Context: an optimization exercise on an open-source flow, tuned for small area, a short achievable clock period and few clock cycles per item. The choices shown serve that exercise and are no tape-out recipe. RTL that was checked went through simulation tests only; none was proved equivalent to the original. The clock port is modelled as an ideal driver, which makes a skipped or thinned clock tree look cheaper than it is; a real chip needs a root buffer or a tree. Power figures rest on the tool's default switching activity, not on a simulated workload.

// divider
module divider (clk, quot, rem, fin, dvdend, dvsor, reset);
clock: 7.0 ns
lec_check: 0
abc_area: 1
cap_margin: 20
core_margin: 2
core_utilization: 55
setup_slack_margin: 4.55
slew_margin: 20
standard.sh (not shown) runs the stock make flow with config.mk's settings and CLKGATE_MAP_FILE= SYNTH_SCRIPT=/design/flow/synth_recipe.tcl, a recipe that flattens the netlist after the stock synthesis.
==> flow/flow/run.sh <==
#!/bin/bash
# Standard layout, with the port buffers made of the smallest buffer cell.
set -euo pipefail
export BUFFER_PORTS_ARGS="-buffer_cell sky130_fd_sc_hd__buf_1"
export SKIP_REPAIR_TIE_FANOUT=1
export PRE_CTS_TCL="$PWD/flow/pre_cts.tcl"
export MANUAL_CTS_NBUF=4
export ADDER_MAP_FILE=
bash standard.sh > standard.log 2>&1
Other scripts of this flow, unchanged in this note and not shown: flow/flow/pre_cts.tcl
Testbench counts at the start, summed over its fixed seeds: cycles 108,800, items 3,200.
Edit:
==> flow/flow/run.sh (replaced) <==
#!/bin/bash
# The standard layout (standard.sh), with three changes:
# - the port buffers are the smallest buffer cell (buf_1), one per port as usual;
# - tie cells are not duplicated per load (one tie cell drives rem[31:0]);
# - the clock tree is one level of four clkbuf_16 buffers, each driving a
#   quarter of the flip-flops (flow/pre_cts.tcl), in place of TritonCTS's tree.
# Each tool's full output goes to standard.log and to ORFS's own logs.
set -euo pipefail
export BUFFER_PORTS_ARGS="-buffer_cell sky130_fd_sc_hd__buf_1"
export SKIP_REPAIR_TIE_FANOUT=1
export PRE_CTS_TCL="$PWD/flow/pre_cts.tcl"
export MANUAL_CTS_NBUF=4
bash standard.sh > standard.log 2>&1
SETUP_SLACK_MARGIN = 4.65   (was 4.55)
=> Core utilization rose by 0.19 points. Global-route usage fell by 3.1 points. Routed wire length fell by 8.1%. Total power is about the same. Synthesized cell count fell by about 8%.
Edit:
==> flow/flow/run.sh (replaced) <==
#!/bin/bash
# Standard layout, with the port buffers made of the smallest buffer cell.
set -euo pipefail
export BUFFER_PORTS_ARGS="-buffer_cell sky130_fd_sc_hd__buf_1"
export SKIP_REPAIR_TIE_FANOUT=1
export PRE_CTS_TCL="$PWD/flow/pre_cts.tcl"
export MANUAL_CTS_NBUF=4
bash standard.sh > standard.log 2>&1
CORE_UTILIZATION = 40   (was 55)
Effect: The new run completed without violations. Die area increases by 36%. Global-route usage decreases by 4.5 points. Core utilization decreases by 16 points. Worst hold slack hardly moves.
Edit:
CORE_UTILIZATION = 55   (was 40)
Sequential cell count is unchanged.
Worst setup slack loses 0.027 ns.
Core utilization came out higher by 16 points.
Sequential power came out lower by about 2%.
Worst hold slack is about the same.
Routed wire length came out lower by 8.2%.
Area after synthesis stays the same.
Via count hardly moves.
In every run of this note, the design's own scripts or RTL, not TritonCTS, make the clock network.

Another version of the RTL of divider (not shown whole).
Size in the first run: ~780 cells after synthesis, about 100 flip-flops, about 200 I/O pins, ~0.0053 mm² of cells after synthesis.
==> flow/config.mk <==
export PLATFORM = sky130hd
export DESIGN_NAME = divider
export DESIGN_NICKNAME = divider
export VERILOG_FILES = /design/flow/design.v
export SDC_FILE = /design/flow/constraint.sdc
export NUM_CORES = 4
export LEC_CHECK = 0
export ABC_AREA = 1
export CAP_MARGIN = 20
export CORE_MARGIN = 2
export CORE_UTILIZATION = 55
export SETUP_SLACK_MARGIN = 4.75
export SLEW_MARGIN = 20
==> flow/constraint.sdc <==
create_clock -name core_clock -period 7.0 [get_ports {clk}]
set_input_delay 1.4000 -clock core_clock [delete_from_list [all_inputs] [get_ports {clk}]]
set_output_delay 1.4000 -clock core_clock [all_outputs]
set_load 0.01 [all_outputs]
==> flow/flow/run.sh <==
#!/bin/bash
# Standard layout, with the port buffers made of the smallest buffer cell.
set -euo pipefail
export BUFFER_PORTS_ARGS="-buffer_cell sky130_fd_sc_hd__buf_1"
export SKIP_REPAIR_TIE_FANOUT=1
export PRE_CTS_TCL="$PWD/flow/pre_cts.tcl"
export MANUAL_CTS_NBUF=4
export ADDER_MAP_FILE=
bash standard.sh > standard.log 2>&1
Other scripts of this flow, unchanged in this note and not shown: flow/flow/pre_cts.tcl
The first run finished clean.
Rerun with:
--- a/flow/flow/run.sh
+++ b/flow/flow/run.sh
@@ -6,4 +6,3 @@
 export PRE_CTS_TCL="$PWD/flow/pre_cts.tcl"
 export MANUAL_CTS_NBUF=4
-export ADDER_MAP_FILE=
 bash standard.sh > standard.log 2>&1
Settings changed: SETUP_SLACK_MARGIN 4.75 to 4.65.
=>
- clock power is higher by about 2%
- wire length decreases by 2.7%
- cell count went down by 11%
- setup slack got worse by 0.27 ns
- utilization rises by 1.9 points
No functional check of the RTL was part of any run of this note. In every run of this note, the design's own scripts or RTL, not TritonCTS, make the clock network.

RTL: one of the versions met above, not the one the previous note started from.
Size in the first run: ~790 cells after synthesis, about 100 flip-flops, roughly 5400 µm² of cells after synthesis.
clock: 7.0 ns
lec_check: 0
abc_area: 1
cap_margin: 20
core_margin: 2
core_utilization: 40
setup_slack_margin: 4.5
slew_margin: 20
==> flow/flow/run.sh <==
#!/bin/bash
# Standard layout, with the port buffers made of the smallest buffer cell.
set -euo pipefail
export BUFFER_PORTS_ARGS="-buffer_cell sky130_fd_sc_hd__buf_1"
export SKIP_REPAIR_TIE_FANOUT=1
export PRE_CTS_TCL="$PWD/flow/pre_cts.tcl"
export MANUAL_CTS_NBUF=4
bash standard.sh > standard.log 2>&1
Other scripts of this flow, unchanged in this note and not shown: flow/flow/pre_cts.tcl
Testbench counts at the start, summed over its fixed seeds: cycles 108,800, items 3,200.
Then changed:
--- a/flow/flow/run.sh
+++ b/flow/flow/run.sh
@@ -6,3 +6,4 @@
 export PRE_CTS_TCL="$PWD/flow/pre_cts.tcl"
 export MANUAL_CTS_NBUF=4
+export ADDER_MAP_FILE=
 bash standard.sh > standard.log 2>&1
- CORE_UTILIZATION: 40 -> 55
- SETUP_SLACK_MARGIN: 4.5 -> 4.65
Total power rises by a few percent.
Combinational power rises by a few percent.
Clock power stays flat.
Die area came out lower by a quarter to a third.
Then changed:
--- a/flow/flow/run.sh
+++ b/flow/flow/run.sh
@@ -6,4 +6,3 @@
 export PRE_CTS_TCL="$PWD/flow/pre_cts.tcl"
 export MANUAL_CTS_NBUF=4
-export ADDER_MAP_FILE=
 bash standard.sh > standard.log 2>&1
- SETUP_SLACK_MARGIN: 4.65 -> 4.7
=> Sequential cell count is unchanged. Clock power stays flat. Power came out higher by about 0.7%. Cell count drops by about 6%. Final area is unchanged. Die area came out lower by 1.8%. Worst setup slack degrades by 0.073 ns. Hold slack hardly moves. Routed wire length drops by 6.6%. Global-route usage decreases by 2.6 points. Core utilization increases by 0.60 points.
Then changed:
- CORE_UTILIZATION: 55 -> 40
- SETUP_SLACK_MARGIN: 4.7 -> 4.72
The new run passed the timing, DRC and antenna checks.
Total power rises by about 7%.
Design area grows by about 6%.
Hold slack stays flat.
Flip-flop and latch count stays the same.
Routed wire length rose by about 8%.
Register-to-register slack improves by 0.08 ns.
Die area went up by about 36%.
Critical path depth fell by 14.
Then changed:
- CORE_UTILIZATION: 40 -> 55
- GPL_ROUTABILITY_DRIVEN: default -> 0
- SETUP_SLACK_MARGIN: 4.72 -> 4.65
What happened: Setup slack got worse by 0.041 ns. Maximum frequency fell by 1.8%. Worst hold slack gets worse by 0.0043 ns. Global-route usage goes up by 3.9 points. Power shrinks by 9.9%. Wire length went down by 10%. Clock skew decreases by 0.0065 ns.
Then changed:
==> flow/flow/run.sh (replaced) <==
#!/bin/bash
# The standard layout (standard.sh), with three changes:
# - the port buffers are the smallest buffer cell (buf_1), one per port as usual;
# - tie cells are not duplicated per load (one tie cell drives rem[31:0]);
# - the clock tree is one level of four clkbuf_16 buffers, each driving a
#   quarter of the flip-flops (flow/pre_cts.tcl), in place of TritonCTS's tree.
# Each tool's full output goes to standard.log and to ORFS's own logs.
set -euo pipefail
export BUFFER_PORTS_ARGS="-buffer_cell sky130_fd_sc_hd__buf_1"
export SKIP_REPAIR_TIE_FANOUT=1
export PRE_CTS_TCL="$PWD/flow/pre_cts.tcl"
export MANUAL_CTS_NBUF=4
bash standard.sh > standard.log 2>&1
- CORE_UTILIZATION: 55 -> 40
- GPL_ROUTABILITY_DRIVEN: 0 -> default
The changed run completed without violations.
Global-route usage decreases by 4.5 points.
Sequential share of layout area drops by 1.4 points.
Final area goes up by 4.6%.
Setup slack is better by 0.052 ns.
Final cell count climbs by 5.2%.
Worst hold slack improved by 0.0039 ns.
Fmax rose by 2.3%.
No run of this note takes its clock network from TritonCTS; it comes from the design's own scripts or RTL.

divider, a different RTL version from the one above (not shown whole).
Size: roughly 710 cells after synthesis, about 5000 um2 of cells after synthesis.
Settings: LEC_CHECK=0, ABC_AREA=1, CAP_MARGIN=20, CORE_MARGIN=2, CORE_UTILIZATION=55, SETUP_SLACK_MARGIN=4.7, SLEW_MARGIN=20; clock period 7.0 ns.
==> flow/flow/run.sh <==
#!/bin/bash
# Standard layout, with the port buffers made of the smallest buffer cell.
set -euo pipefail
export BUFFER_PORTS_ARGS="-buffer_cell sky130_fd_sc_hd__buf_1"
export SKIP_REPAIR_TIE_FANOUT=1
export PRE_CTS_TCL="$PWD/flow/pre_cts.tcl"
export MANUAL_CTS_NBUF=4
export ADDER_MAP_FILE=
bash standard.sh > standard.log 2>&1
Other scripts of this flow, unchanged in this note and not shown: flow/flow/pre_cts.tcl
Testbench counts at the start, summed over its fixed seeds: cycles 108,800, items 3,200.
Edit:
--- a/flow/flow/run.sh
+++ b/flow/flow/run.sh
@@ -1,4 +1,11 @@
 #!/bin/bash
-# Standard layout, with the port buffers made of the smallest buffer cell.
+# The standard layout (standard.sh), with four changes:
+# - synthesis skips Yosys's full/half-adder extraction (ADDER_MAP_FILE empty),
+#   so ABC maps the whole subtractor; registers are unchanged;
+# - the port buffers are the smallest buffer cell (buf_1), one per port as usual;
+# - tie cells are not duplicated per load (one tie cell drives rem[31:0]);
+# - the clock tree is one level of four clkbuf_16 buffers, each driving a
+#   quarter of the flip-flops (flow/pre_cts.tcl), in place of TritonCTS's tree.
+# Each tool's full output goes to standard.log and to ORFS's own logs.
 set -euo pipefail
 export BUFFER_PORTS_ARGS="-buffer_cell sky130_fd_sc_hd__buf_1"
The changed run ran to the end with no violations.
Cell count is unchanged.
Combinational power barely changes.
Total power stays the same.
Sequential power barely changes.
Edit:
==> flow/flow/run.sh (replaced) <==
#!/bin/bash
# Standard layout, with the port buffers made of the smallest buffer cell.
set -euo pipefail
export BUFFER_PORTS_ARGS="-buffer_cell sky130_fd_sc_hd__buf_1"
export SKIP_REPAIR_TIE_FANOUT=1
export PRE_CTS_TCL="$PWD/flow/pre_cts.tcl"
export MANUAL_CTS_NBUF=4
export ADDER_MAP_FILE=
bash standard.sh > standard.log 2>&1
Settings changed: SETUP_SLACK_MARGIN 4.7 to 4.65.
What happened: Clock skew stays flat; first-iteration DRC count came out higher by 9.8%; via count came out lower by 0.54%; synthesized cell count is unchanged; register-to-register slack degrades by 0.11 ns; synthesized area is unchanged; die area is unchanged; power came out lower by 2.0%; sequential share of layout area came out higher by 0.49 points; design area came out lower by 1.6%.
Edit:
Settings changed: SETUP_SLACK_MARGIN 4.65 to 4.75.
After rerunning:
- sequential share of layout area fell by 0.75 points
- via count rose by about 1.1%
- utilization rose by 1.6 points
- die area does not change
- cell count rose by about 0.6%
In every run of this note, the design's own scripts or RTL, not TritonCTS, make the clock network.

==> re-timing with driven ports <==
The results above use ideal ports. As a check the final layouts listed here were re-extracted and re-timed, cells and wires unchanged. Step 1 (the two cells are an assumption about what drives the block):
set clk [get_ports {clk}]
set_driving_cell -lib_cell sky130_fd_sc_hd__clkbuf_16 $clk
set_driving_cell -lib_cell sky130_fd_sc_hd__buf_2 [delete_from_list [all_inputs] $clk]
Step 2 adds t to the input delays and takes it off the output delays; t is the mean of the earliest and latest rising clock arrival at the registers after step 1. Input paths then give back, and output paths get back, about the clock's delay inside the block. a / b / c = ideal ports / drivers / drivers and shift; a / b = the first two.
run	t (ns)	slack for setup (ns)	worst setup path at the end
the first run of note 1	0.239	4.716 / 4.716 / 4.716	register to register
the second run of note 1	0.240	4.753 / 4.732 / 4.753	register to register
the third run of note 1	0.243	4.780 / 4.703 / 4.780	register to register
the fourth run of note 1	0.240	4.753 / 4.732 / 4.753	register to register
the first run of note 2	0.240	4.814 / 4.731 / 4.872	register to register
the second run of note 2	0.242	4.541 / 4.541 / 4.541	register to register
the first run of note 3	0.244	4.674 / 4.673 / 4.673	register to register
the second run of note 3	0.239	4.831 / 4.756 / 4.831	register to register
the third run of note 3	0.242	4.758 / 4.722 / 4.758	register to register
the fourth run of note 3	0.243	4.770 / 4.686 / 4.842	register to register
the fifth run of note 3	0.243	4.729 / 4.729 / 4.729	register to register
the sixth run of note 3	0.243	4.780 / 4.703 / 4.780	register to register
the first run of note 4	0.238	4.797 / 4.716 / 4.887	register to register
the second run of note 4	0.238	4.797 / 4.716 / 4.887	register to register
the third run of note 4	0.239	4.761 / 4.679 / 4.782	register to register
the fourth run of note 4	0.240	4.789 / 4.706 / 4.850	register to register
After both steps every run listed still meets setup and hold. For the first run of note 3, which loses most, drivers alone change the setup slack by -0.001 ns; drivers and shift together by -0.001 ns.
